This design comes from an exercise in tuning for small area and a short achievable clock period on the open sky130 flow, not from production work.
Only simulation tests tie the RTL to the original design; equivalence was not proved.
The flow treats the clock pin as an ideal source, which a real chip does not have.
Power and IR drop assume default switching activity.

File: flow/design.v
module sincos (
    input wire clk,
    input wire rst,
    input wire [7:0] theta,
    output reg [7:0] sine,
    output reg [7:0] cosine,
    output reg done
);
    reg [7:0] t [0:6];
    reg [7:0] t8;
    integer i;
    always @(posedge clk) begin
        t[0] <= theta;
        for (i = 1; i < 7; i = i + 1) t[i] <= t[i-1];
        t8 <= t[6] ^ {1'b0, t[6][7:1]};
    end
    wire a_n25, a_n26, a_n27, a_n28, a_n29, a_n30, a_n31, a_n32, a_n33, a_s6;
    wire a_n35, a_n36, a_n37, a_n38, a_n39, a_n40, a_n41, a_n42, a_s5, a_n44;
    wire a_n45, a_n46, a_n47, a_n48, a_n49, a_n50, a_n51, a_n52, a_n53, a_n54;
    wire a_n55, a_n56, a_n57, a_n58, a_n59, a_n60, a_n61, a_n62, a_n63, a_n64;
    wire a_n65, a_n66, a_n67, a_n68, a_n69, a_n70, a_n71, a_n72, a_n73, a_n74;
    wire a_n75, a_n76, a_n77, a_n78, a_n79, a_n80, a_n81, a_n82, a_n83, a_n84;
    wire a_n85, a_n86, a_n87, a_n88, a_n89, a_n90, a_n91, a_n92, a_n93, a_n94;
    wire a_n95, a_n96, a_n97, a_n98, a_n99, a_n100, a_n101, a_n102, a_n103, a_n104;
    wire a_n105, a_n106, a_n107, a_n108, a_n109, a_n110, a_n111, a_n112, a_n113, a_n114;
    wire a_n115, a_n116, a_n117, a_n118, a_n119, a_n120, a_n121, a_n122, a_n123, a_n124;
    wire a_n125, a_n126, a_n127, a_n128, a_n129, a_n130, a_n131, a_n132, a_n133, a_n134;
    wire a_n135, a_n136, a_n137, a_n138, a_n139, a_n140, a_n141, a_n142, a_n143, a_n144;
    wire a_n145, a_n146, a_n147, a_n148, a_n149, a_n150, a_n151, a_n152, a_n153, a_n154;
    wire a_n155, a_n156, a_n157, a_n158, a_n159, a_n160, a_n161, a_n162, a_n163, a_n164;
    wire a_n165, a_n166, a_n167, a_n168, a_n169, a_n170, a_n171, a_n172, a_n173, a_n174;
    wire a_n175, a_n176, a_n177, a_n178, a_n179, a_n180, a_n181, a_s3, a_n183, a_n184;
    wire a_n185, a_n186, a_n187, a_n188, a_s4, a_n190, a_n191, a_n192, a_n193, a_n194;
    wire a_n195, a_n196, a_n197, a_n198, a_n199, a_n200, a_n201, a_n202, a_n203, a_n204;
    wire a_n205, a_n206, a_n207, a_n208, a_n209, a_n210, a_n211, a_s2, a_n213, a_n214;
    wire a_n215, a_n216, a_n217, a_n218, a_n219, a_n220, a_n221, a_n222, a_n223, a_n224;
    wire a_n225, a_s1, a_n227, a_s0, a_c7, a_n230, a_n231, a_n233, a_n234, a_n235;
    wire a_n236, a_n237, a_n238, a_n239, a_n240, a_n241, a_c5, a_n243, a_n244, a_n245;
    wire a_c4, a_n247, a_n248, a_n249, a_c3, a_n251, a_n252, a_n253, a_n254, a_n255;
    wire a_n256, a_n257, a_n258, a_n259, a_n260, a_n261, a_n262, a_n263, a_n264, a_n265;
    wire a_n266, a_n267, a_n268, a_n269, a_n270, a_n271, a_n272, a_n273, a_n274, a_n275;
    wire a_n276, a_n277, a_n278, a_n279, a_n280, a_n281, a_n282, a_c2, a_n284, a_n285;
    wire a_n286, a_n287, a_n288, a_n289, a_c0, a_n291, a_n292, a_n293, a_n294, a_n295;
    wire a_n296, a_n297, a_n298, a_n299, a_n300, a_n301, a_n302, a_n303, a_n304, a_n305;
    wire a_n306, a_n307, a_n308, a_n309, a_n310, a_n311, a_n312, a_n313, a_n314, a_n315;
    wire a_n316, a_n317, a_n318, a_n319, a_n320, a_n321, a_n322, a_n323, a_c1;
    assign a_n25 = t8[7] & ~t8[6];
    assign a_n26 = t8[5] & ~t8[3];
    assign a_n27 = ~t8[4] & ~t8[2];
    assign a_n28 = a_n26 & a_n27;
    assign a_n29 = a_n25 & ~a_n28;
    assign a_n30 = ~t8[6] & ~a_n26;
    assign a_n31 = ~t8[6] & t8[4];
    assign a_n32 = ~t8[7] & ~a_n31;
    assign a_n33 = ~a_n30 & a_n32;
    assign a_s6 = a_n29 | a_n33;
    assign a_n35 = t8[4] & ~t8[3];
    assign a_n36 = ~t8[5] & ~a_n35;
    assign a_n37 = ~t8[6] & ~t8[5];
    assign a_n38 = t8[2] & ~t8[1];
    assign a_n39 = a_n37 & a_n38;
    assign a_n40 = ~a_n36 & ~a_n39;
    assign a_n41 = a_s6 & a_n40;
    assign a_n42 = ~t8[7] & a_n36;
    assign a_s5 = ~a_n41 & ~a_n42;
    assign a_n44 = ~t8[7] & t8[6];
    assign a_n45 = ~t8[2] & a_n26;
    assign a_n46 = t8[5] & t8[3];
    assign a_n47 = t8[2] & a_n46;
    assign a_n48 = ~a_n45 & ~a_n47;
    assign a_n49 = a_n44 & a_n48;
    assign a_n50 = ~t8[4] & ~a_n49;
    assign a_n51 = ~t8[6] & ~t8[3];
    assign a_n52 = t8[0] & a_n51;
    assign a_n53 = t8[5] & t8[1];
    assign a_n54 = ~t8[6] & t8[5];
    assign a_n55 = ~a_n53 & ~a_n54;
    assign a_n56 = ~a_n52 & a_n55;
    assign a_n57 = t8[2] & ~a_n56;
    assign a_n58 = a_n50 & ~a_n57;
    assign a_n59 = t8[6] & t8[2];
    assign a_n60 = t8[7] & ~t8[0];
    assign a_n61 = ~a_n59 & ~a_n60;
    assign a_n62 = a_n53 & ~a_n61;
    assign a_n63 = ~t8[3] & ~a_n60;
    assign a_n64 = ~a_n62 & ~a_n63;
    assign a_n65 = a_n50 & ~a_n64;
    assign a_n66 = ~a_s5 & a_n65;
    assign a_n67 = ~a_n58 & ~a_n66;
    assign a_n68 = t8[6] & t8[0];
    assign a_n69 = t8[1] & ~a_n68;
    assign a_n70 = ~t8[5] & ~a_n69;
    assign a_n71 = ~a_n31 & a_n70;
    assign a_n72 = ~t8[5] & ~t8[3];
    assign a_n73 = t8[7] & t8[1];
    assign a_n74 = t8[7] & t8[0];
    assign a_n75 = ~a_n73 & ~a_n74;
    assign a_n76 = a_n72 & ~a_n75;
    assign a_n77 = ~a_n71 & a_n76;
    assign a_n78 = a_n67 & a_n77;
    assign a_n79 = t8[4] & ~a_n36;
    assign a_n80 = t8[2] & a_n75;
    assign a_n81 = t8[3] & ~a_n80;
    assign a_n82 = t8[1] & ~a_n74;
    assign a_n83 = ~t8[1] & a_n74;
    assign a_n84 = ~a_n82 & ~a_n83;
    assign a_n85 = ~t8[6] & ~t8[2];
    assign a_n86 = ~a_n62 & ~a_n85;
    assign a_n87 = a_n84 & ~a_n86;
    assign a_n88 = ~t8[4] & a_n62;
    assign a_n89 = ~a_n31 & ~a_n88;
    assign a_n90 = ~a_n87 & a_n89;
    assign a_n91 = a_n81 & ~a_n90;
    assign a_n92 = ~t8[3] & ~t8[1];
    assign a_n93 = ~t8[2] & a_n92;
    assign a_n94 = t8[3] & ~t8[2];
    assign a_n95 = ~a_n68 & a_n94;
    assign a_n96 = ~t8[1] & a_n95;
    assign a_n97 = ~t8[4] & ~a_n96;
    assign a_n98 = ~a_n93 & ~a_n97;
    assign a_n99 = ~t8[7] & t8[5];
    assign a_n100 = ~t8[2] & ~a_n99;
    assign a_n101 = t8[3] & t8[1];
    assign a_n102 = t8[6] & ~a_n101;
    assign a_n103 = t8[5] & ~a_n102;
    assign a_n104 = ~a_n100 & ~a_n103;
    assign a_n105 = a_n98 & a_n104;
    assign a_n106 = ~a_n81 & a_n105;
    assign a_n107 = ~a_n91 & ~a_n106;
    assign a_n108 = a_n79 & a_n107;
    assign a_n109 = ~a_n78 & a_n108;
    assign a_n110 = t8[6] & ~t8[5];
    assign a_n111 = ~a_n73 & a_n110;
    assign a_n112 = ~a_n109 & a_n111;
    assign a_n113 = ~t8[3] & a_n85;
    assign a_n114 = ~a_n44 & ~a_n72;
    assign a_n115 = ~a_n113 & a_n114;
    assign a_n116 = a_n98 & a_n115;
    assign a_n117 = t8[3] & t8[2];
    assign a_n118 = ~t8[6] & ~t8[4];
    assign a_n119 = ~a_n38 & ~a_n101;
    assign a_n120 = a_n118 & ~a_n119;
    assign a_n121 = a_n37 & a_n117;
    assign a_n122 = ~a_n26 & ~a_n121;
    assign a_n123 = ~a_n120 & a_n122;
    assign a_n124 = a_s6 & ~a_n39;
    assign a_n125 = a_n123 & ~a_n124;
    assign a_n126 = ~t8[5] & ~t8[1];
    assign a_n127 = ~a_n68 & a_n126;
    assign a_n128 = ~t8[5] & t8[1];
    assign a_n129 = a_n68 & a_n128;
    assign a_n130 = ~a_n127 & ~a_n129;
    assign a_n131 = ~a_n27 & a_n130;
    assign a_n132 = t8[6] & ~t8[3];
    assign a_n133 = ~t8[2] & a_n132;
    assign a_n134 = ~a_n131 & ~a_n133;
    assign a_n135 = t8[6] & a_n79;
    assign a_n136 = ~a_n134 & a_n135;
    assign a_n137 = ~a_n125 & ~a_n136;
    assign a_n138 = t8[6] & t8[5];
    assign a_n139 = t8[7] & ~a_n138;
    assign a_n140 = ~t8[1] & ~a_n59;
    assign a_n141 = a_n139 & ~a_n140;
    assign a_n142 = t8[2] & t8[1];
    assign a_n143 = a_n30 & a_n142;
    assign a_n144 = ~a_n141 & ~a_n143;
    assign a_n145 = ~t8[0] & a_n102;
    assign a_n146 = ~t8[5] & a_n85;
    assign a_n147 = ~t8[5] & t8[0];
    assign a_n148 = a_n101 & a_n147;
    assign a_n149 = ~a_n146 & ~a_n148;
    assign a_n150 = ~a_n145 & a_n149;
    assign a_n151 = ~a_n144 & a_n150;
    assign a_n152 = t8[4] & ~a_n151;
    assign a_n153 = ~a_n92 & ~a_n142;
    assign a_n154 = t8[7] & a_n37;
    assign a_n155 = ~a_n153 & a_n154;
    assign a_n156 = ~t8[4] & ~a_n155;
    assign a_n157 = ~a_n49 & a_n156;
    assign a_n158 = ~a_n123 & ~a_n157;
    assign a_n159 = ~a_n152 & a_n158;
    assign a_n160 = a_n137 & ~a_n159;
    assign a_n161 = a_n117 & a_n160;
    assign a_n162 = a_n116 & ~a_n161;
    assign a_n163 = t8[5] & ~a_n132;
    assign a_n164 = ~t8[4] & ~a_n163;
    assign a_n165 = t8[4] & ~t8[1];
    assign a_n166 = a_n59 & a_n165;
    assign a_n167 = t8[3] & ~a_n166;
    assign a_n168 = ~t8[6] & t8[2];
    assign a_n169 = ~a_n165 & a_n168;
    assign a_n170 = a_n167 & ~a_n169;
    assign a_n171 = ~a_n164 & a_n170;
    assign a_n172 = ~a_n162 & a_n171;
    assign a_n173 = ~a_n112 & a_n172;
    assign a_n174 = ~a_n152 & ~a_n157;
    assign a_n175 = t8[7] & a_n93;
    assign a_n176 = a_s6 & ~a_n175;
    assign a_n177 = ~a_n123 & a_n176;
    assign a_n178 = a_n160 & ~a_n177;
    assign a_n179 = ~a_n174 & ~a_n178;
    assign a_n180 = ~a_n173 & a_n179;
    assign a_n181 = ~a_n136 & ~a_n178;
    assign a_s3 = ~a_n180 & ~a_n181;
    assign a_n183 = ~a_n37 & ~a_s3;
    assign a_n184 = ~a_n26 & ~a_n37;
    assign a_n185 = ~a_s5 & ~a_n184;
    assign a_n186 = ~a_n97 & ~a_n185;
    assign a_n187 = ~a_n183 & a_n186;
    assign a_n188 = ~a_s5 & a_n97;
    assign a_s4 = ~a_n187 & ~a_n188;
    assign a_n190 = ~a_n27 & a_n54;
    assign a_n191 = ~t8[7] & ~a_n190;
    assign a_n192 = ~t8[4] & ~a_n191;
    assign a_n193 = t8[7] & ~t8[2];
    assign a_n194 = ~a_n92 & a_n193;
    assign a_n195 = ~a_n192 & ~a_n194;
    assign a_n196 = ~t8[7] & ~t8[5];
    assign a_n197 = a_s5 & a_n196;
    assign a_n198 = a_n195 & ~a_n197;
    assign a_n199 = a_n97 & a_n184;
    assign a_n200 = ~a_n113 & ~a_n199;
    assign a_n201 = ~a_n71 & a_n200;
    assign a_n202 = ~a_n198 & ~a_n201;
    assign a_n203 = ~a_n105 & ~a_n201;
    assign a_n204 = a_n198 & ~a_n203;
    assign a_n205 = ~a_n202 & ~a_n204;
    assign a_n206 = ~a_n78 & a_n107;
    assign a_n207 = ~t8[6] & ~a_n126;
    assign a_n208 = ~a_n206 & a_n207;
    assign a_n209 = t8[4] & ~a_n208;
    assign a_n210 = ~a_n202 & a_n209;
    assign a_n211 = ~a_s3 & a_n210;
    assign a_s2 = ~a_n205 & ~a_n211;
    assign a_n213 = a_n27 & a_n126;
    assign a_n214 = t8[2] & a_n51;
    assign a_n215 = ~a_n213 & ~a_n214;
    assign a_n216 = ~t8[7] & a_n215;
    assign a_n217 = a_n134 & a_n216;
    assign a_n218 = a_n45 & ~a_n165;
    assign a_n219 = t8[2] & ~a_n26;
    assign a_n220 = ~a_n45 & ~a_n219;
    assign a_n221 = a_n165 & a_n220;
    assign a_n222 = ~a_n218 & ~a_n221;
    assign a_n223 = a_n178 & ~a_n222;
    assign a_n224 = ~a_n217 & ~a_n223;
    assign a_n225 = ~a_n174 & a_n224;
    assign a_s1 = a_n173 | ~a_n225;
    assign a_n227 = ~a_n162 & ~a_n164;
    assign a_s0 = a_n112 | ~a_n227;
    assign a_c7 = ~a_n109 & a_n110;
    assign a_n230 = ~a_n37 & ~a_n109;
    assign a_n231 = ~t8[6] & ~a_n230;
    assign a_n233 = a_n27 & ~a_n62;
    assign a_n234 = ~t8[4] & a_n138;
    assign a_n235 = ~a_n233 & a_n234;
    assign a_n236 = ~a_n31 & ~a_n35;
    assign a_n237 = ~a_n235 & a_n236;
    assign a_n238 = a_n26 & a_n233;
    assign a_n239 = a_n237 & ~a_n238;
    assign a_n240 = a_n206 & ~a_n239;
    assign a_n241 = a_n138 & ~a_n240;
    assign a_c5 = a_n230 & ~a_n241;
    assign a_n243 = t8[4] & a_n138;
    assign a_n244 = ~a_n37 & ~a_n243;
    assign a_n245 = ~a_n206 & ~a_n244;
    assign a_c4 = ~a_n240 & ~a_n245;
    assign a_n247 = ~a_n45 & ~a_n138;
    assign a_n248 = a_n233 & ~a_n247;
    assign a_n249 = ~a_n105 & a_n248;
    assign a_c3 = ~a_n206 | a_n249;
    assign a_n251 = a_n59 & a_n72;
    assign a_n252 = ~t8[7] & a_n251;
    assign a_n253 = ~t8[6] & a_n84;
    assign a_n254 = ~a_n26 & ~a_n253;
    assign a_n255 = a_n60 & ~a_n254;
    assign a_n256 = ~a_n91 & ~a_n255;
    assign a_n257 = ~a_n54 & ~a_n256;
    assign a_n258 = a_n54 & a_n256;
    assign a_n259 = ~a_n257 & ~a_n258;
    assign a_n260 = a_n110 & a_n160;
    assign a_n261 = a_n259 & ~a_n260;
    assign a_n262 = ~t8[2] & ~a_n261;
    assign a_n263 = ~a_n252 & ~a_n262;
    assign a_n264 = a_n104 & ~a_n144;
    assign a_n265 = ~a_n145 & a_n264;
    assign a_n266 = a_s0 & a_n265;
    assign a_n267 = t8[5] & ~t8[2];
    assign a_n268 = a_n74 & ~a_n267;
    assign a_n269 = ~a_n82 & ~a_n268;
    assign a_n270 = a_n25 & a_n72;
    assign a_n271 = a_n247 & ~a_n270;
    assign a_n272 = ~t8[3] & a_n60;
    assign a_n273 = a_n271 & a_n272;
    assign a_n274 = ~a_n91 & ~a_n273;
    assign a_n275 = ~a_n269 & ~a_n274;
    assign a_n276 = ~t8[7] & a_n85;
    assign a_n277 = t8[4] & ~a_n276;
    assign a_n278 = a_n269 & ~a_n271;
    assign a_n279 = a_n277 & ~a_n278;
    assign a_n280 = ~a_n275 & a_n279;
    assign a_n281 = ~a_n266 & a_n280;
    assign a_n282 = a_n67 & ~a_n281;
    assign a_c2 = ~a_n263 | a_n282;
    assign a_n284 = t8[5] & ~a_n51;
    assign a_n285 = a_n97 & a_n284;
    assign a_n286 = ~a_n97 & a_n113;
    assign a_n287 = ~a_n285 & ~a_n286;
    assign a_n288 = a_n176 & a_n287;
    assign a_n289 = ~a_s6 & ~a_n287;
    assign a_c0 = a_n288 | a_n289;
    assign a_n291 = ~a_n35 & a_n126;
    assign a_n292 = ~t8[1] & ~a_n284;
    assign a_n293 = t8[4] & a_n153;
    assign a_n294 = ~a_n292 & ~a_n293;
    assign a_n295 = ~a_n291 & ~a_n294;
    assign a_n296 = ~a_c0 & a_n295;
    assign a_n297 = ~a_n92 & a_n102;
    assign a_n298 = ~a_n291 & ~a_n297;
    assign a_n299 = a_c0 & ~a_n298;
    assign a_n300 = ~a_n296 & ~a_n299;
    assign a_n301 = a_n74 & a_n300;
    assign a_n302 = t8[5] & ~a_n93;
    assign a_n303 = t8[6] & ~a_n302;
    assign a_n304 = ~a_n96 & ~a_n303;
    assign a_n305 = ~t8[4] & ~a_n304;
    assign a_n306 = t8[5] & ~a_n142;
    assign a_n307 = a_n118 & ~a_n306;
    assign a_n308 = a_n190 & ~a_n214;
    assign a_n309 = ~a_n307 & ~a_n308;
    assign a_n310 = a_n59 & ~a_n297;
    assign a_n311 = a_n309 & ~a_n310;
    assign a_n312 = ~a_n92 & ~a_n102;
    assign a_n313 = ~t8[2] & ~a_n126;
    assign a_n314 = ~a_n312 & a_n313;
    assign a_n315 = a_n311 & ~a_n314;
    assign a_n316 = ~a_n305 & ~a_n315;
    assign a_n317 = ~t8[7] & ~a_n316;
    assign a_n318 = a_n60 & ~a_n300;
    assign a_n319 = ~a_n317 & ~a_n318;
    assign a_n320 = ~a_n301 & a_n319;
    assign a_n321 = ~t8[5] & ~a_n51;
    assign a_n322 = a_n319 & a_n321;
    assign a_n323 = a_s2 & a_n322;
    assign a_c1 = ~a_n320 & ~a_n323;
    reg k_t7, k_s6, k_s5, k_s3, k_s4, k_s2, k_s1, k_s0, k_c7, k_n231, k_c5, k_c4, k_c3, k_c2, k_c0, k_c1;
    always @(posedge clk) begin
        k_t7 <= t8[7];
        k_s6 <= a_s6;
        k_s5 <= a_s5;
        k_s3 <= a_s3;
        k_s4 <= a_s4;
        k_s2 <= a_s2;
        k_s1 <= a_s1;
        k_s0 <= a_s0;
        k_c7 <= a_c7;
        k_n231 <= a_n231;
        k_c5 <= a_c5;
        k_c4 <= a_c4;
        k_c3 <= a_c3;
        k_c2 <= a_c2;
        k_c0 <= a_c0;
        k_c1 <= a_c1;
    end
    wire [7:0] s_n, c_n;
    assign c_n[6] = k_c7 | k_n231;
    assign s_n[7] = k_t7;
    assign s_n[6] = k_s6;
    assign s_n[5] = k_s5;
    assign s_n[4] = k_s4;
    assign s_n[3] = k_s3;
    assign s_n[2] = k_s2;
    assign s_n[1] = k_s1;
    assign s_n[0] = k_s0;
    assign c_n[7] = k_c7;
    assign c_n[5] = k_c5;
    assign c_n[4] = k_c4;
    assign c_n[3] = k_c3;
    assign c_n[2] = k_c2;
    assign c_n[1] = k_c1;
    assign c_n[0] = k_c0;
    always @(posedge clk) begin
        sine <= s_n;
        cosine <= c_n;
    end
    reg [2:0] cnt;
    reg full;
    always @(posedge clk or posedge rst) begin
        if (rst) begin
            cnt <= 3'd0;
            full <= 1'b0;
            done <= 1'b0;
        end else begin
            cnt <= cnt + 3'd1;
            full <= full | (&cnt);
            done <= full;
        end
    end
endmodule
File: flow/flow/clock_tree.tcl
# Clock distribution made here instead of TritonCTS's H-tree: the clock port drives
# CLK_TREE_K clock buffers, each placed at the centre of a cluster of nearby flip-flops and
# driving that cluster's clock pins. One level of buffering gives every register the same
# kind of clock path (a balanced tree with a single buffer level).
set k_want [expr {[info exists ::env(CLK_TREE_K)] ? $::env(CLK_TREE_K) : 4}]
set bufname [expr {[info exists ::env(CLK_TREE_BUF)] ? $::env(CLK_TREE_BUF) : "sky130_fd_sc_hd__clkbuf_16"}]
set block [ord::get_db_block]
set db [ord::get_db]
set clk_port [lindex [sta::find_clocks_matching * 0 0] 0]
set clknet ""
foreach bt [$block getBTerms] {
  if {[$bt getName] eq "clk"} { set clknet [$bt getNet] }
}
set master [$db findMaster $bufname]
set skew_pat [expr {[info exists ::env(CLK_SKEW_PATTERN)] ? $::env(CLK_SKEW_PATTERN) : ""}]
set skew_cell [expr {[info exists ::env(CLK_SKEW_CELL)] ? $::env(CLK_SKEW_CELL) : ""}]
set sinks {}; set late {}
foreach it [$clknet getITerms] {
  if {$skew_pat ne "" && [string match $skew_pat [[$it getInst] getName]]} { lappend late $it } else { lappend sinks $it }
}
set late_from_group [expr {[info exists ::env(CLK_LATE_FROM_GROUP)] && $::env(CLK_LATE_FROM_GROUP)}]
if {[llength $late] > 0 && !$late_from_group} { incr k_want -1 }
set n [llength $sinks]
puts "clock_tree: $n sinks, $k_want buffers of $bufname"
# coordinates
set xs {}; set ys {}
foreach it $sinks {
  set b [[$it getInst] getBBox]
  lappend xs [expr {([$b xMin] + [$b xMax]) / 2.0}]
  lappend ys [expr {([$b yMin] + [$b yMax]) / 2.0}]
}
# k-means, seeded by sorting along x then y (deterministic)
set order [lsort -integer -indices [lmap x $xs {expr {int($x)}}]]
set cx {}; set cy {}
for {set k 0} {$k < $k_want} {incr k} {
  set i [lindex $order [expr {int(($k + 0.5) * $n / $k_want)}]]
  lappend cx [lindex $xs $i]; lappend cy [lindex $ys $i]
}
set cap [expr {int(ceil(double($n) / $k_want)) + 2}]
for {set iter 0} {$iter < 30} {incr iter} {
  # balanced assignment: greedy by distance with a cap per cluster
  set pairs {}
  for {set i 0} {$i < $n} {incr i} {
    for {set k 0} {$k < $k_want} {incr k} {
      set d [expr {abs([lindex $xs $i] - [lindex $cx $k]) + abs([lindex $ys $i] - [lindex $cy $k])}]
      lappend pairs [list $d $i $k]
    }
  }
  set pairs [lsort -real -index 0 $pairs]
  set asg [lrepeat $n -1]; set cnt [lrepeat $k_want 0]
  foreach p $pairs {
    lassign $p d i k
    if {[lindex $asg $i] >= 0} continue
    if {[lindex $cnt $k] >= $cap} continue
    lset asg $i $k; lset cnt $k [expr {[lindex $cnt $k] + 1}]
  }
  set sx [lrepeat $k_want 0.0]; set sy [lrepeat $k_want 0.0]
  for {set i 0} {$i < $n} {incr i} {
    set k [lindex $asg $i]
    lset sx $k [expr {[lindex $sx $k] + [lindex $xs $i]}]
    lset sy $k [expr {[lindex $sy $k] + [lindex $ys $i]}]
  }
  for {set k 0} {$k < $k_want} {incr k} {
    if {[lindex $cnt $k] > 0} {
      lset cx $k [expr {[lindex $sx $k] / [lindex $cnt $k]}]
      lset cy $k [expr {[lindex $sy $k] / [lindex $cnt $k]}]
    }
  }
}
for {set k 0} {$k < $k_want} {incr k} {
  set inst [odb::dbInst_create $block $master "clkbuf_root_$k"]
  set net [odb::dbNet_create $block "clknet_root_$k"]
  $net setSigType CLOCK
  [$inst findITerm A] connect $clknet
  [$inst findITerm X] connect $net
  set w [[$inst getMaster] getWidth]; set h [[$inst getMaster] getHeight]
  $inst setLocation [expr {int([lindex $cx $k] - $w / 2)}] [expr {int([lindex $cy $k] - $h / 2)}]
  $inst setPlacementStatus PLACED
  $inst setSourceType TIMING
  puts "clock_tree: buffer $k at ([expr {int([lindex $cx $k])}], [expr {int([lindex $cy $k])}]) drives [lindex $cnt $k] sinks"
}
for {set i 0} {$i < $n} {incr i} {
  set it [lindex $sinks $i]
  set k [lindex $asg $i]
  $it disconnect
  $it connect [$block findNet "clknet_root_$k"]
}
if {[llength $late] > 0} {
  # the pipeline's middle register: its clock passes through extra delay cells, which moves time
  # from the stage after it to the stage before it (both are register-to-register paths)
  set lx 0.0; set ly 0.0
  foreach it $late {
    set b [[$it getInst] getBBox]
    set lx [expr {$lx + ([$b xMin] + [$b xMax]) / 2.0}]; set ly [expr {$ly + ([$b yMin] + [$b yMax]) / 2.0}]
  }
  set lx [expr {int($lx / [llength $late])}]; set ly [expr {int($ly / [llength $late])}]
  set prev $clknet
  if {$late_from_group} {
    # start the delay chain from the clock buffer nearest to the late registers
    set bestd 1e18
    for {set k 0} {$k < $k_want} {incr k} {
      set d [expr {abs([lindex $cx $k] - $lx) + abs([lindex $cy $k] - $ly)}]
      if {$d < $bestd} { set bestd $d; set prev [$block findNet "clknet_root_$k"] }
    }
  }
  set di 0
  foreach cell $skew_cell {
    set dly [odb::dbInst_create $block [$db findMaster $cell] "clkdly_late_$di"]
    set dnet [odb::dbNet_create $block "clknet_late_d$di"]
    $dnet setSigType CLOCK
    [$dly findITerm A] connect $prev
    [$dly findITerm X] connect $dnet
    $dly setLocation [expr {$lx - 2000 - 4000 * $di}] $ly; $dly setPlacementStatus PLACED; $dly setSourceType TIMING
    set prev $dnet
    incr di
  }
  set lmaster $master
  if {[info exists ::env(CLK_LATE_BUF)]} { set lmaster [$db findMaster $::env(CLK_LATE_BUF)] }
  set lb [odb::dbInst_create $block $lmaster "clkbuf_late"]
  set lnet [odb::dbNet_create $block "clknet_late"]
  $lnet setSigType CLOCK
  [$lb findITerm A] connect $prev
  [$lb findITerm X] connect $lnet
  $lb setLocation $lx $ly; $lb setPlacementStatus PLACED; $lb setSourceType TIMING
  foreach it $late { $it disconnect; $it connect $lnet }
  puts "clock_tree: [llength $late] sinks matching $skew_pat behind $skew_cell"
}
$clknet setSigType CLOCK
global_connect
set_propagated_clock [all_clocks]
File: flow/config.mk
export PLATFORM = sky130hd
export DESIGN_NAME = sincos
export DESIGN_NICKNAME = sincos
export VERILOG_FILES = /design/flow/design.v
export SDC_FILE = /design/flow/constraint.sdc
export NUM_CORES = 4
export LEC_CHECK = 0
export ABC_AREA = 1
export CAP_MARGIN = 20
export CORE_MARGIN = 2
export CORE_UTILIZATION = 40
export HOLD_SLACK_MARGIN = 0.05
export SETUP_SLACK_MARGIN = 2.45
export SLEW_MARGIN = 20
File: flow/standard.sh
#!/bin/bash
# synth_recipe.tcl (not shown) runs the flow's synth.tcl, then flattens the netlist and writes it again
# the make line also repeats each setting of config.mk as NAME=value (left out here)
make -C /OpenROAD-flow-scripts/flow DESIGN_CONFIG=/design/flow/config.mk WORK_HOME=/design/flow/orfs CLKGATE_MAP_FILE= SYNTH_SCRIPT=/design/flow/synth_recipe.tcl "${@:-finish}"
File: flow/flow/run.sh
#!/bin/bash
# Own layout flow: the standard ORFS flow (standard.sh, with its unchanged synthesis) and
# these changes to how the layout is made:
#  - port buffers are sky130_fd_sc_hd__buf_2 instead of the delay cell buffer_ports picks;
#  - repair may change a cell's footprint (MATCH_CELL_FOOTPRINT=0);
set -euo pipefail
cd "$(dirname "$0")/.."
# Up to CTS with config.mk's setup margin; the routing steps' repair aims lower (see below).
bash standard.sh \
  BUFFER_PORTS_ARGS="-buffer_cell sky130_fd_sc_hd__buf_2" \
  MATCH_CELL_FOOTPRINT=0 \
  PRE_CTS_TCL="$PWD/flow/clock_tree.tcl" \
  CLK_SKEW_PATTERN='k_*' \
  CLK_SKEW_CELL=sky130_fd_sc_hd__clkdlybuf4s50_1 \
  CLK_LATE_FROM_GROUP=1 \
  cts > flow_make_cts.log 2>&1
bash standard.sh \
  BUFFER_PORTS_ARGS="-buffer_cell sky130_fd_sc_hd__buf_2" \
  MATCH_CELL_FOOTPRINT=0 \
  PRE_CTS_TCL="$PWD/flow/clock_tree.tcl" \
  CLK_SKEW_PATTERN='k_*' \
  CLK_SKEW_CELL=sky130_fd_sc_hd__clkdlybuf4s50_1 \
  CLK_LATE_FROM_GROUP=1 \
  SETUP_SLACK_MARGIN=2.3 \
  finish > flow_make.log 2>&1
File: flow/constraint.sdc
create_clock -name core_clock -period 4.0 [get_ports {clk}]
set_input_delay 0.8000 -clock core_clock [delete_from_list [all_inputs] [get_ports {clk}]]
set_output_delay 0.8000 -clock core_clock [all_outputs]
set_load 0.01 [all_outputs]
==> results.yml, run 1 <==
sta:
  fin_worst_skew_ns: 0.699
  rsz0062_at_grt: "false"
  slew_violations: 0
  worst_pin_slew_ns: 0.354
  hold_viol: 0
  min_period_over_period: 0.375
  setup_viol: 0
  relSlewSlack: 0.761
  fmax_ghz: 0.666
  period_needed_ns: 1.50
  fin_tns_setup_ns: 0
setup_path:
  start_kind: "register"
  path_buf_inv: 4
  slowest_delay_ns: 0.51
  cpMostUsedCell: "nand2_1"
  worst-path-max-fanout: 13
  worstPathCellList: "inv_1 > nand2_1 > nand2_1 > nand2_1 > nand3_1 > nand2_1 > inv_1 > a21oi_2 > o21ai_2 > nand2_1 > inv_1 > nand2_1 > nand2_2 > nand2_1 > nand3_1 > nand2_1 > inv_1"
  crit_family: "simple AND/OR/NAND/NOR gates"
  startpoint: "t8[1]"
  required_ns: 4.75
  worstReg2RegStart: "t8[1]"
  crit_type: "reg -> reg"
  worstPathArrival_ns: 2.25
  cp_slowest_cell: "dfxtp_2"
  worstSetupEndpointType: "register"
global_route:
  antenna_found_initial: 0
  grt_pass1_wl_um: 12000
  grt.total_usage: 0.151
  grt_max_degree: 25
  grt-ovfl-total: 0
  grt_pass1_vias: 2518
drt:
  drt_wl_total_um: 7170
  drt_pass1_iterations: 5
  drt_iter0_markers: 265
  wl_per_cell_um: 13.9
  vias: 2610
  drc_errors: 0
  antenna_left: 0
  vias_per_cell: 5.06
floorplan:
  die_h_um: 96.7
  die-area_mm2: 0.00935
  fp.dieW_um: 96.7
  core-area_mm2: 0.00826
  num_io_pins: 27
  start_util: 0.416
  rows: 33
yosys:
  synthCells: 384
  syn_area_per_cell_um2: 8.95
  ys_ff_latch: 101
  yosys_warnings: 2
  syn_area_mm2: 0.00344
  syn_nets: 397
  synthDistinctLibCells: 38
  yosysSeqAreaShare: 0.596
place:
  dp_cells: 502
  dpl.hpwl_um: 5120
  io_buffer_count: 26
  place_congestion: 0.991
pwr:
  p_clk_frac: 0.236
  total_power_mw: 2.08
  peakVddDrop_mv: 0.358
  internal_power_mw: 1.52
  p_switching_mw: 0.560
  power_frac_seq: 0.572
  p_leak_nw: 1.83
  comb_power_share: 0.192
  p_sw_frac: 0.270
  powerDensity_mw_per_mm2: 538
clock_tree:
  path_clk_slew_ns: 0.08
  clk_latency_ns: 0.84
finish:
  multi_input_area_mm2: 0.00118
  antennaDiodeCount: 0
  area_delta_synth_final_pct: 12.3
  ff_latch_area_mm2: 0.00207
  layout_common_cells: "nand2_1, dfxtp_1, inv_1"
  drive_gt1_frac: 0.175
  final_cells: 516
  fillers: 834
  final_common_cell: "nand2_1"
  nets: 426
worst_hold_path:
  hp-class: "reg -> reg"
  hp-start: "t8[7]"
flow_run:
  maxCapViolCount: 0
status:
  outcome: "timing/DRC/antenna clean"
[final cells by class, without the clock buffers]
cell class / count / area share
Sequential cell: 101 / 0.535
Multi-Input combinational cell: 232 / 0.305
Timing Repair Buffer: 34 / 0.0512
Inverter: 38 / 0.0402
Tap cell: 105 / 0.0340
[worst min-delay path, cell delays in order, from the launching register on]
cell and delay (ns):
dfxtp_4 0.47, a21oi_1 0.06, nand2_1 0.07, nand2_2 0.08
[cell families after synthesis]
logic type | after synthesis | share of synthesized area
muxes | 1 | 0.00291
adders and majority gates | 3 | 0.0109
DFF | 101 | 0.596
xor gates and xnor gates | 8 | 0.0204
buffers and inverters | 51 | 0.0699
and+or+nand+nor | 172 | 0.213
AOI/OAI and AO/OA | 48 | 0.0877
[synthesized netlist by cell type, drive strengths merged]
| master | instances | area [um2] |
|---|---|---|
| nand2 | 102 | 398 |
| dfxtp | 96 | 1920 |
| inv | 38 | 145 |
| nor2 | 34 | 138 |
| nand3 | 28 | 145 |
| o21ai | 21 | 116 |
| buf | 11 | 77.6 |
| a21oi | 10 | 53.8 |
| xor2 | 8 | 70.1 |
| dfrtp | 5 | 125 |
| a21boi | 4 | 30.0 |
| ha | 3 | 37.5 |
| nand4 | 3 | 18.8 |
| or2 | 3 | 18.8 |
| a22oi | 2 | 15.0 |
| a31oi | 2 | 12.5 |
| clkbuf | 2 | 17.5 |
| o2111ai | 2 | 17.5 |
| o211ai | 2 | 15.0 |
| a21o | 1 | 7.51 |
| a31o | 1 | 8.76 |
| mux2i | 1 | 10.0 |
| nand3b | 1 | 7.51 |
| nor3 | 1 | 5.00 |
| o2111a | 1 | 11.3 |
| o22ai | 1 | 6.26 |
| o31ai | 1 | 7.51 |
[power by group through the flow]
stage	clock (mW)	combinational [mW]	sequential, mW
after global routing	0.555	0.444	1.20
after CTS	0.515	0.391	1.19
after floorplan	0	0.278	1.20
after global placement	0	0.390	1.21
after detailed placement	0	0.382	1.21
final	0.489	0.399	1.19
[metal layers]
| layer | GRT usage | part of all wire |
|---|---|---|
| met1 | 0.199 | 0.43 |
| met3 | 0.0130 | 0.067 |
| met2 | 0.257 | 0.46 |
| met4 | 0.0585 | 0.043 |
| met5 | 0 | 0 |
[state kept, by name, summed over array words and instances, names as in the netlist, 3 cells and up]
register	flops
t	56
sine	8
cnt	3
t8	8
cosine	8
[metrics by stage]
step           instance area, um2  utilization  setup slack (ns)  hold slack [ns]
2_1_floorplan                3470            -              2.33            0.310
3_3_place_gp                 3630        0.440              1.31            0.311
3_5_place_dp                 3630        0.440              1.38            0.312
4_1_cts                      3820        0.463              2.54           0.0751
5_1_grt                      3860        0.468              2.30           0.0856
6_report                     3860        0.468              2.50           0.0540
[worst paths after layout]
kind,to,slack (ns),cells past startpoint
min in group asynchronous,cnt[2],0.52,2
hold / removal,k_s6,0.05,3
max in group asynchronous,cnt[0],3.31,2
setup / recovery,k_c1,2.50,17
hold reg to reg,k_s6,0.05,3
setup reg to reg,k_c1,2.50,17
[timing repair]
item,CTS,global route
resized for setup,8,5
setup buffers,2,3
endpoints found under the setup margin,11,3
hold endpoints to repair,3,0
pin swaps,0,0
hold buffers,3,0
==> run 2, diff against run 1 <==
--- a/flow/flow/run.sh
+++ b/flow/flow/run.sh
@@ -21,5 +21,5 @@
   CLK_SKEW_PATTERN='k_*' \
   CLK_SKEW_CELL=sky130_fd_sc_hd__clkdlybuf4s50_1 \
   CLK_LATE_FROM_GROUP=1 \
-  SETUP_SLACK_MARGIN=2.3 \
+  SETUP_SLACK_MARGIN=2.0 \
   finish > flow_make.log 2>&1
==> results.yml, run 2 <==
finish:
  top_register: "t"
  area_delta_synth_final_pct: 11.3
  antennaDiodeCount: 0
  finalCoreUtilization: 0.463
  drive_gt1_frac: 0.167
  nets: 423
  multi_input_area_mm2: 0.00118
  fillers: 838
  largest_reg_flops: 56
  final_common_cell: "nand2_1"
  layout_common_cells: "nand2_1, dfxtp_1, inv_1"
  ff_latch_area_mm2: 0.00206
yosys:
  syn_area_per_cell_um2: 8.95
  yosys.area.top_type_share: 0.559
  ys_async_sr_fraction: 0.0495
  ys_ff_latch: 101
  ys.flop_type: "dfxtp_1"
  yosys_warnings: 2
  yosysSeqAreaShare: 0.596
  synthDistinctLibCells: 38
  yosysTopAreaCell: "dfxtp_1"
  yosys-top-cells-area: "dfxtp_1, nand2_1, nand3_1, inv_1, dfrtp_1"
  synth_commonest_cells: "dfxtp_1, nand2_1, inv_1"
  synthCells: 384
  syn_nets: 397
  synth-edff-count: 0
  syn_area_mm2: 0.00344
sta:
  period_needed_ns: 1.52
  fin_worst_skew_ns: 0.700
  relSlewSlack: 0.732
  setup_viol: 0
  hold_viol: 0
  slew_violations: 0
  min_period_over_period: 0.379
  rsz0062_at_grt: "false"
  fmax_ghz: 0.659
  worst_pin_slew_ns: 0.402
  fin_tns_setup_ns: 0
drt:
  drt_iter0_markers: 264
  antenna_left: 0
  drc_errors: 0
  drt_pass1_iterations: 5
  drt_wl_total_um: 7150
  vias: 2613
  wl_per_cell_um: 13.9
  vias_per_cell: 5.09
global_route:
  top_usage_layer: "met2"
  use_met1: 0.199
  grt-ovfl-total: 0
  antenna_found_initial: 0
  grt_pass1_wl_um: 12000
  grt_use_met3: 0.0130
  grt_max_degree: 25
  grt_pass1_vias: 2518
  grt.total_usage: 0.151
  met2_usage: 0.257
clock_tree:
  clk_latency_ns: 0.84
  path_clk_slew_ns: 0.08
floorplan:
  core-area_mm2: 0.00826
  start_util: 0.416
  die_h_um: 96.7
  die-area_mm2: 0.00935
  fp.dieW_um: 96.7
  num_io_pins: 27
  rows: 33
setup_path:
  start_kind: "register"
  reg2reg_slack_ns: 2.48
  worstPathArrival_ns: 2.30
  worst-path-max-fanout: 13
  worstSetupEndpointType: "register"
  required_ns: 4.79
  crit_type: "reg -> reg"
place:
  dpl.hpwl_um: 5120
  place_congestion: 0.991
  io_buffer_count: 26
pwr:
  total_power_mw: 2.07
  p_leak_nw: 1.82
  peakVddDrop_mv: 0.358
  powerDensity_mw_per_mm2: 542
flow_run:
  maxCapViolCount: 0
worst_hold_path:
  hp-class: "reg -> reg"
status:
  outcome: "timing/DRC/antenna clean"
## run 2: cell families (layout without fill, tap and decap cells)
group,after synthesis,after routing,synth area share
AOI/OAI and AO/OA,48,48,0.0877
xor gates and xnor gates,8,8,0.0204
adders and majority gates,3,3,0.0109
buffers and inverters,51,75,0.0699
DFF,101,101,0.596
muxes,1,1,0.00291
and+or+nand+nor,172,172,0.213
## run 2: path summary, 6_finish.rpt
check                      endpoint   from  cells after the start
max in group asynchronous    cnt[0]    rst                      2
max reg2reg                    k_c2  t8[2]                     16
min reg2reg                    k_s6  t8[7]                      3
min                            k_s6  t8[7]                      3
min in group asynchronous    cnt[2]    rst                      2
max                            k_c2  t8[2]                     16
## run 2: power by group
group / internal, mW / total, mW / leakage (nW) / switching [mW]
Combinational: 0.142 / 0.393 / 0.890 / 0.252
Clock: 0.243 / 0.491 / 0.0655 / 0.248
Sequential: 1.13 / 1.19 / 0.865 / 0.0600
Total: 1.51 / 2.07 / 1.82 / 0.560
## run 2: final cells by class, without the clock buffers
class	instances	share of cell area
Tap cell	105	0.0343
Multi-Input combinational cell	232	0.307
Inverter	38	0.0396
Sequential cell	101	0.537
Timing Repair Buffer	31	0.0458
## run 2: critical path, stage by stage, from the launching register on
cell,delay [ns]
dfxtp_2,0.51
inv_1,0.28
nor2_1,0.20
nand2_1,0.11
nand2_1,0.08
inv_1,0.04
nand2_1,0.06
nand2_2,0.09
nand2_1,0.09
nand3_1,0.10
nand2_1,0.10
nand2_1,0.07
nand3_1,0.11
nand3_1,0.09
nand3_1,0.09
nand3_1,0.07
nand2_1,0.07
## run 2: per-layer routing
layer  vias to the layer above  routed length (um)
met1                      1210                3150
met4                         0                 267
met5                         -                   0
li1                       1268                   -
met3                        21                 433
met2                       114                3300
## run 2: per-stage QoR
step                setup WS [ns]  hold WS [ns]  cell area (um2)  cells
floorplan                    2.33         0.310             3470    384
global placement             1.31         0.311             3630    502
detailed placement           1.38         0.312             3630    502
CTS                          2.54        0.0751             3820    513
global route                 2.23         0.144             3820    513
finish                       2.48        0.0970             3820    513
## run 2: repair_timing
action,CTS,global route
endpoints found under the hold margin,3,0
buffers inserted,2,0
gates resized for setup,8,0
endpoints found under the setup margin,11,0
hold buffers,3,0
==> run 3, diff against run 2 <==
--- a/flow/flow/run.sh
+++ b/flow/flow/run.sh
@@ -21,5 +21,5 @@
   CLK_SKEW_PATTERN='k_*' \
   CLK_SKEW_CELL=sky130_fd_sc_hd__clkdlybuf4s50_1 \
   CLK_LATE_FROM_GROUP=1 \
-  SETUP_SLACK_MARGIN=2.0 \
+  SETUP_SLACK_MARGIN=2.5 \
   finish > flow_make.log 2>&1
==> results.yml, run 3 <==
flow_run:
  maxCapViolCount: 0
pwr:
  powerDensity_mw_per_mm2: 521
  p_leak_nw: 1.92
  peakVddDrop_mv: 0.359
finish:
  fillers: 813
  drive_gt1_frac: 0.217
  largest_reg_flops: 56
  final_common_cell: "nand2_1"
  antennaDiodeCount: 0
  layout_common_cells: "nand2_1, dfxtp_1, inv_1"
  area_delta_synth_final_pct: 18.0
  nets: 443
  top_register: "t"
worst_hold_path:
  min_path_cells: 4
  hp-start: "t8[4]"
  hp-class: "reg -> reg"
  min_to: "k_c5"
status:
  outcome: "timing/DRC/antenna clean"
sta:
  min_period_over_period: 0.362
  period_needed_ns: 1.45
  fin_tns_setup_ns: 0
  rsz0062_at_grt: "false"
  holdWs_ns: 0.0598
  slew_violations: 0
  fmax_ghz: 0.690
  fin_worst_skew_ns: 0.700
  setup_viol: 0
  setup_slack_ns: 2.55
  worst_pin_slew_ns: 0.352
  relSlewSlack: 0.763
  hold_viol: 0
floorplan:
  die_h_um: 96.7
  core-area_mm2: 0.00826
  start_util: 0.416
  die-area_mm2: 0.00935
  rows: 33
  num_io_pins: 27
  fp.dieW_um: 96.7
yosys:
  yosys.area.top_type_share: 0.559
  synthCells: 384
  syn_nets: 397
  yosys_warnings: 2
  ys_ff_latch: 101
  syn_area_per_cell_um2: 8.95
  ys_async_sr_fraction: 0.0495
  syn_area_mm2: 0.00344
  yosysSeqAreaShare: 0.596
  synth-edff-count: 0
  yosys-top-cells-area: "dfxtp_1, nand2_1, nand3_1, inv_1, dfrtp_1"
  synth_commonest_cells: "dfxtp_1, nand2_1, inv_1"
  synthDistinctLibCells: 38
  yosysTopAreaCell: "dfxtp_1"
  ys.flop_type: "dfxtp_1"
place:
  pre_cts_slack_ns: 1.38
  place_congestion: 0.991
  dpl.hpwl_um: 5120
  io_buffer_count: 26
drt:
  wl_per_cell_um: 13.7
  drt_wl_total_um: 7320
  vias: 2719
  drt_iter0_markers: 261
  drc_errors: 0
  drt_pass1_iterations: 5
  vias_per_cell: 5.10
  antenna_left: 0
clock_tree:
  path_clk_slew_ns: 0.09
  clk_latency_ns: 0.84
setup_path:
  crit_family: "flip-flops"
  rr_worst_depth: 1
  cp_slowest_cell: "dfrtp_1"
  worst-path-max-fanout: 1
  worstReg2RegStart: "k_n231"
  worstSetupEndpointType: "primary output"
  slowest_delay_ns: 0.37
  required_ns: 3.20
  start_kind: "register"
  crit_type: "reg -> out"
  timing.rr.end: "cosine[6]"
  worstPathCellList: "buf_2"
  path_buf_inv: 1
  reg2reg_slack_ns: 2.64
  worstPathArrival_ns: 0.65
global_route:
  antenna_found_initial: 0
  grt-ovfl-total: 0
  grt_pass1_wl_um: 12000
  grt_pass1_vias: 2518
  grt.total_usage: 0.151
  grt_max_degree: 25
==> run 3: cell types whose count changed in the layout (fill, tap and decap cells not counted), sizes merged <==
cell	change
dlygate4sd3	+1
buf	+19
clkinvlp	+2
inv	-2
==> run 3: kinds of logic (layout without fill, tap and decap cells) <==
family / Yosys count / in the layout / share of synthesized area
adder cells (fa/ha/maj): 3 / 3 / 0.0109
XOR/XNOR: 8 / 8 / 0.0204
flip-flops: 101 / 101 / 0.596
multiplexers: 1 / 1 / 0.00291
AND/OR/NAND/NOR: 172 / 172 / 0.213
buffers and inverters: 51 / 95 / 0.0699
AO/OA/AOI/OAI: 48 / 48 / 0.0877
==> run 3: worst max-delay path by stage <==
stage	to	cells past startpoint	start	slack [ns]
after global placement	k_c1	17	t8[4]	1.31
after detailed placement	k_c1	17	t8[4]	1.38
after CTS	k_c1	17	t8[3]	2.54
after floorplan	k_c1	16	t8[6]	2.33
final	done	1	done	2.55
after global routing	k_c1	17	t8[2]	2.50
==> run 3: repair_timing <==
item,CTS,global route
hold buffers,3,1
gates resized for setup,8,15
endpoints found under the setup margin,11,9
buffers inserted,2,19
endpoints found under the hold margin,3,1
==> run 3: per-stage QoR <==
stage | std cells | instance area (um2) | util | power (mW)
final | 533 | 4060 | 0.491 | 2.11
after global routing | 533 | 4060 | 0.491 | 2.24
after CTS | 513 | 3820 | 0.463 | 2.10
after detailed placement | 502 | 3630 | 0.440 | 1.59
after global placement | 502 | 3630 | 0.440 | 1.60
after floorplan | 384 | 3470 | - | 1.48
==> run 3: final cells by class, without the clock buffers <==
class,count,area [um2],area share
repair buffers,51,365,0.0901
multi-input cells,232,1190,0.293
inverters,38,161,0.0398
flip-flops and latches,101,2070,0.512
well taps,105,131,0.0324
==> run 3: worst min-delay path: stages (launching register included) <==
cell	delay [ns]
dfxtp_4	0.38
o21ai_0	0.08
o211ai_1	0.09
nand2_1	0.08
a21boi_0	0.08
==> run 3: routing by layer <==
metal,GRT usage,part of all wire,vias to the layer above,routed length [um]
met5,0,0,-,0
met4,0.0585,0.046,0,339
met3,0.0130,0.070,29,514
met2,0.257,0.46,137,3380
met1,0.199,0.42,1247,3080
li1,-,-,1306,-
==> run 3: report_power, final <==
part           switching [mW]  internal (mW)  total (mW)  leakage (nW)
Combinational           0.273          0.174       0.447         0.990
Sequential             0.0501           1.13        1.18         0.867
Clock                   0.247          0.243       0.490        0.0655
==> run 4, diff against run 3 <==
--- a/flow/flow/run.sh
+++ b/flow/flow/run.sh
@@ -21,5 +21,5 @@
   CLK_SKEW_PATTERN='k_*' \
   CLK_SKEW_CELL=sky130_fd_sc_hd__clkdlybuf4s50_1 \
   CLK_LATE_FROM_GROUP=1 \
-  SETUP_SLACK_MARGIN=2.5 \
+  SETUP_SLACK_MARGIN=2.6 \
   finish > flow_make.log 2>&1
==> results.yml, run 4 <==
floorplan:
  start_util: 0.416
  die-area_mm2: 0.00935
  rows: 33
  num_io_pins: 27
  fp.dieW_um: 96.7
  die_h_um: 96.7
  core-area_mm2: 0.00826
setup_path:
  crit_end: "done"
  crit_type: "reg -> out"
  cp_slowest_cell: "dfrtp_1"
  worst-path-max-fanout: 1
  start_kind: "register"
  required_ns: 3.20
  worstPathArrival_ns: 0.65
  crit_family: "flip-flops"
  timing.rr.end: "k_c1"
  path_buf_inv: 1
  cp_num_cells: 1
  worstSetupEndpointType: "primary output"
  rr_worst_depth: 14
  worstPathCellList: "buf_2"
  reg2reg_slack_ns: 2.67
  worstReg2RegStart: "t8[5]"
  startpoint: "done"
  slowest_delay_ns: 0.37
yosys:
  synthCells: 384
  ys.flop_type: "dfxtp_1"
  yosysSeqAreaShare: 0.596
  syn_area_mm2: 0.00344
  syn_nets: 397
  synthDistinctLibCells: 38
  yosys_warnings: 2
  syn_area_per_cell_um2: 8.95
  yosys.area.top_type_share: 0.559
  synth-edff-count: 0
  yosysTopAreaCell: "dfxtp_1"
  yosys-top-cells-area: "dfxtp_1, nand2_1, nand3_1, inv_1, dfrtp_1"
  synth_commonest_cells: "dfxtp_1, nand2_1, inv_1"
  ys_ff_latch: 101
  ys_async_sr_fraction: 0.0495
sta:
  fin_tns_setup_ns: 0
  setup_slack_ns: 2.55
  rsz0062_at_grt: "true"
  period_needed_ns: 1.45
  hold_viol: 0
  fmax_ghz: 0.690
  min_period_over_period: 0.362
  fin_worst_skew_ns: 0.702
  relSlewSlack: 0.759
  worst_pin_slew_ns: 0.358
  setup_viol: 0
  holdWs_ns: 0.0643
  slew_violations: 0
finish:
  stdcell_area_mm2: 0.00414
  drive_gt1_frac: 0.245
  nets: 452
  layout_common_cells: "nand2_1, dfxtp_1, inv_1"
  largest_reg_flops: 56
  finalCoreUtilization: 0.502
  final_cells: 542
  top_register: "t"
  final_common_cell: "nand2_1"
  area_delta_synth_final_pct: 20.6
  antennaDiodeCount: 0
global_route:
  grt.total_usage: 0.151
  antenna_found_initial: 0
  grt_pass1_vias: 2518
  grt_pass1_wl_um: 12000
  grt_max_degree: 25
  grt-ovfl-total: 0
drt:
  antenna_left: 0
  drt_pass1_iterations: 5
  drt_iter0_markers: 297
  drt_wl_total_um: 7580
  wl_per_cell_um: 14.0
  drc_errors: 0
  vias_per_cell: 5.12
  vias: 2773
pwr:
  powerDensity_mw_per_mm2: 517
  peakVddDrop_mv: 0.361
  total_power_mw: 2.14
  p_leak_nw: 1.97
place:
  place_congestion: 0.991
  dpl-instance-area_mm2: 0.00363
  io_buffer_count: 26
  dp_cells: 502
  dpl.hpwl_um: 5120
  pre_cts_slack_ns: 1.38
clock_tree:
  clk_latency_ns: 0.84
  path_clk_slew_ns: 0.08
worst_hold_path:
  hp-class: "reg -> reg"
  hp-start: "t8[4]"
flow_run:
  maxCapViolCount: 0
status:
  outcome: "timing/DRC/antenna clean"
[run 4: how the worst min path moves through the flow]
stage | end | slack, ns | cells after the start
after floorplan | cosine[0] | 0.31 | 0
after detailed placement | t[5][2] | 0.31 | 0
final | k_c5 | 0.06 | 4
after global placement | t[6][6] | 0.31 | 0
after CTS | k_s6 | 0.08 | 3
after global routing | k_s6 | 0.1 | 4
[run 4: logic make-up (layout without fill, tap and decap cells)]
logic type	count (synthesis)	count (layout)	share of synthesized area
flip-flops	101	101	0.596
buffers and inverters	51	104	0.0699
adder cells (fa/ha/maj)	3	3	0.0109
XOR/XNOR	8	8	0.0204
AND/OR/NAND/NOR	172	172	0.213
multiplexers	1	1	0.00291
AO/OA/AOI/OAI	48	48	0.0877
[run 4: power by group]
part	switching, mW	internal (mW)	leakage, nW
Sequential	0.0470	1.13	0.867
Clock	0.247	0.243	0.0655
Combinational	0.285	0.193	1.04
[run 4: per-layer routing]
layer,track usage,part of all wire,up-vias
met5,0,0,-
met4,0.0585,0.052,0
met3,0.0130,0.070,36
met2,0.257,0.46,154
met1,0.199,0.42,1255
li1,-,-,1328
[run 4: area by class of cell, without the clock buffers]
| type | instances | area [um2] |
|---|---|---|
| multi-input combinational | 232 | 1200 |
| tap | 105 | 131 |
| inverter | 38 | 161 |
| timing repair buffer | 60 | 435 |
| fill | 809 | 4110 |
| sequential | 101 | 2080 |
[run 4: repair_timing]
| action | CTS | global route |
|---|---|---|
| pin swaps | 0 | 2 |
| setup endpoints to repair | 11 | 25 |
| hold buffers | 3 | 0 |
| gates resized for setup | 8 | 25 |
| endpoints found under the hold margin | 3 | 0 |
| buffers inserted | 2 | 29 |
==> run 5, diff against run 4 <==
==> flow/flow/run.sh (replaced) <==
#!/bin/bash
# Own layout flow: the standard ORFS flow (standard.sh, with its unchanged synthesis) and
# these changes to how the layout is made:
#  - port buffers are sky130_fd_sc_hd__buf_2 instead of the delay cell buffer_ports picks;
#  - repair may change a cell's footprint (MATCH_CELL_FOOTPRINT=0);
set -euo pipefail
cd "$(dirname "$0")/.."
bash standard.sh \
  BUFFER_PORTS_ARGS="-buffer_cell sky130_fd_sc_hd__buf_2" \
  MATCH_CELL_FOOTPRINT=0 \
  PRE_CTS_TCL="$PWD/flow/clock_tree.tcl" \
  CLK_SKEW_PATTERN='k_*' \
  CLK_SKEW_CELL=sky130_fd_sc_hd__clkdlybuf4s50_1 \
  CLK_LATE_FROM_GROUP=1 \
  finish > flow_make.log 2>&1
==> results.yml, run 5 <==
finish:
  top_register: "t"
  final_common_cell: "nand2_1"
  largest_reg_flops: 56
  layout_common_cells: "nand2_1, dfxtp_1, inv_1"
  nets: 439
  drive_gt1_frac: 0.203
  antennaDiodeCount: 0
  area_delta_synth_final_pct: 16.1
  finalCoreUtilization: 0.483
setup_path:
  worstSetupEndpointType: "primary output"
  crit_family: "flip-flops"
  worstPathArrival_ns: 0.65
  path_buf_inv: 1
  worst-path-max-fanout: 1
  worstPathCellList: "buf_2"
  crit_type: "reg -> out"
  required_ns: 3.20
  start_kind: "register"
  cp_slowest_cell: "dfrtp_1"
  slowest_delay_ns: 0.37
global_route:
  grt_pass1_vias: 2518
  antenna_found_initial: 0
  grt_max_degree: 25
  grt-ovfl-total: 0
  grt_pass1_wl_um: 12000
  grt.total_usage: 0.151
pwr:
  total_power_mw: 2.10
  comb_power_share: 0.203
  peakVddDrop_mv: 0.359
  p_clk_frac: 0.234
  p_sw_frac: 0.269
  internal_power_mw: 1.53
  p_switching_mw: 0.565
  power_frac_seq: 0.563
  p_leak_nw: 1.89
  powerDensity_mw_per_mm2: 526
yosys:
  yosysTopAreaCell: "dfxtp_1"
  yosys-top-cells-area: "dfxtp_1, nand2_1, nand3_1, inv_1, dfrtp_1"
  yosys_warnings: 2
  yosysSeqAreaShare: 0.596
  synth_commonest_cells: "dfxtp_1, nand2_1, inv_1"
  synthDistinctLibCells: 38
  synthCells: 384
  synth-edff-count: 0
  syn_nets: 397
  ys_async_sr_fraction: 0.0495
  syn_area_mm2: 0.00344
  yosys.area.top_type_share: 0.559
  syn_area_per_cell_um2: 8.95
  ys_ff_latch: 101
  ys.flop_type: "dfxtp_1"
sta:
  rsz0062_at_grt: "false"
  hold_viol: 0
  worst_pin_slew_ns: 0.352
  fmax_ghz: 0.690
  holdWs_ns: 0.0887
  relSlewSlack: 0.763
  slew_violations: 0
  period_needed_ns: 1.45
  min_period_over_period: 0.362
  setup_viol: 0
  fin_worst_skew_ns: 0.701
  fin_tns_setup_ns: 0
drt:
  drt-met1-wl_um: 3050
  drt_wl_total_um: 7250
  drc_errors: 0
  drt_pass1_iterations: 5
  top_layer: "met4"
  wl_per_cell_um: 13.7
  drt_iter0_markers: 225
  antenna_left: 0
  route.met3.wl_um: 514
  vias: 2704
  vias_per_cell: 5.11
  wl_met2_um: 3330
floorplan:
  start_util: 0.416
  die_h_um: 96.7
  fp.dieW_um: 96.7
  rows: 33
  core-area_mm2: 0.00826
  die-area_mm2: 0.00935
  num_io_pins: 27
place:
  place_congestion: 0.991
  dpl.hpwl_um: 5120
  io_buffer_count: 26
clock_tree:
  path_clk_slew_ns: 0.09
  clk_latency_ns: 0.84
worst_hold_path:
  hp-class: "reg -> reg"
flow_run:
  maxCapViolCount: 0
status:
  outcome: "timing/DRC/antenna clean"
-- run 5: cell counts after synthesis --
Identical to the previous run, type by type.
-- run 5: cells by family after synthesis --
family,synth area share
xor gates and xnor gates,0.0204
adders and majority gates,0.0109
AOI/OAI and AO/OA,0.0877
DFF,0.596
buffers and inverters,0.0699
and+or+nand+nor,0.213
muxes,0.00291
-- run 5: worst paths after layout --
check | from | endpoint | slack [ns] | cells past startpoint
setup / recovery | done | done | 2.55 | 1
min in group asynchronous | rst | cnt[2] | 0.52 | 2
hold / removal | t8[4] | k_s1 | 0.09 | 3
hold reg to reg | t8[4] | k_s1 | 0.09 | 3
max in group asynchronous | rst | cnt[0] | 3.31 | 2
setup reg to reg | t8[3] | k_c1 | 2.60 | 14
-- run 5: what timing repair did --
item	in CTS	in global routing
setup buffers	2	15
pin swaps	0	0
resized for setup	8	10
endpoints found under the setup margin	11	8
endpoints found under the hold margin	3	1
hold buffers	3	1
-- run 5: layer usage --
layer  up-vias  GRT usage
met5         -          0
li1       1299          -
met2       134      0.257
met1      1241      0.199
met4         0     0.0585
met3        30     0.0130
-- run 5: power by group through the flow --
stage | sequential, mW | clock (mW) | combinational, mW
2_1_floorplan | 1.20 | 0 | 0.278
3_3_place_gp | 1.21 | 0 | 0.390
3_5_place_dp | 1.21 | 0 | 0.382
4_1_cts | 1.19 | 0.515 | 0.391
5_1_grt | 1.19 | 0.555 | 0.475
6_report | 1.18 | 0.491 | 0.427
-- run 5: layout make-up, without the clock buffers --
cell class / count / area (um2)
repair buffers: 47 / 310
flip-flops and latches: 101 / 2070
inverters: 38 / 159
fillers: 824 / 4270
multi-input cells: 232 / 1180
well taps: 105 / 131
-- run 5: metrics by stage --
step	cell area [um2]	setup WS (ns)	std cells
6_report	3990	2.55	529
3_5_place_dp	3630	1.38	502
5_1_grt	3990	2.45	529
2_1_floorplan	3470	2.33	384
4_1_cts	3820	2.54	513
3_3_place_gp	3630	1.31	502

[port drivers added, routing unchanged]
In the flow no input, the clock included, has a driving cell. The finished layouts below were timed again as built, in two steps. Step 1 assumes that a clkbuf_16 drives the clock port and a buf_2 every other input. Step 2, shift: input delay + t, output delay - t, t = (earliest + latest rising clock arrival at the registers) / 2. This alone moves slack from input paths to output paths. Slacks: no drivers / after step 1 / after step 2; pairs: no drivers / after step 1.
run | shift t [ns] | setup WS [ns] | worst setup path after step 2 | clock arrival spread, ns
run 1 | 0.560 | 2.498 / 2.482 / 2.498 | register to register | 0.700 / 0.700
run 2 | 0.560 | 2.482 / 2.480 / 2.482 | register to register | 0.701 / 0.701
run 3 | 0.561 | 2.551 / 2.480 / 2.639 | register to register | 0.701 / 0.700
run 4 | 0.561 | 2.551 / 2.480 / 2.644 | input to register | 0.702 / 0.702
run 5 | 0.560 | 2.551 / 2.481 / 2.604 | register to register | 0.701 / 0.701
Clock arrivals are far apart in every run listed, so t is only a midpoint there and step 2 fits no single register.
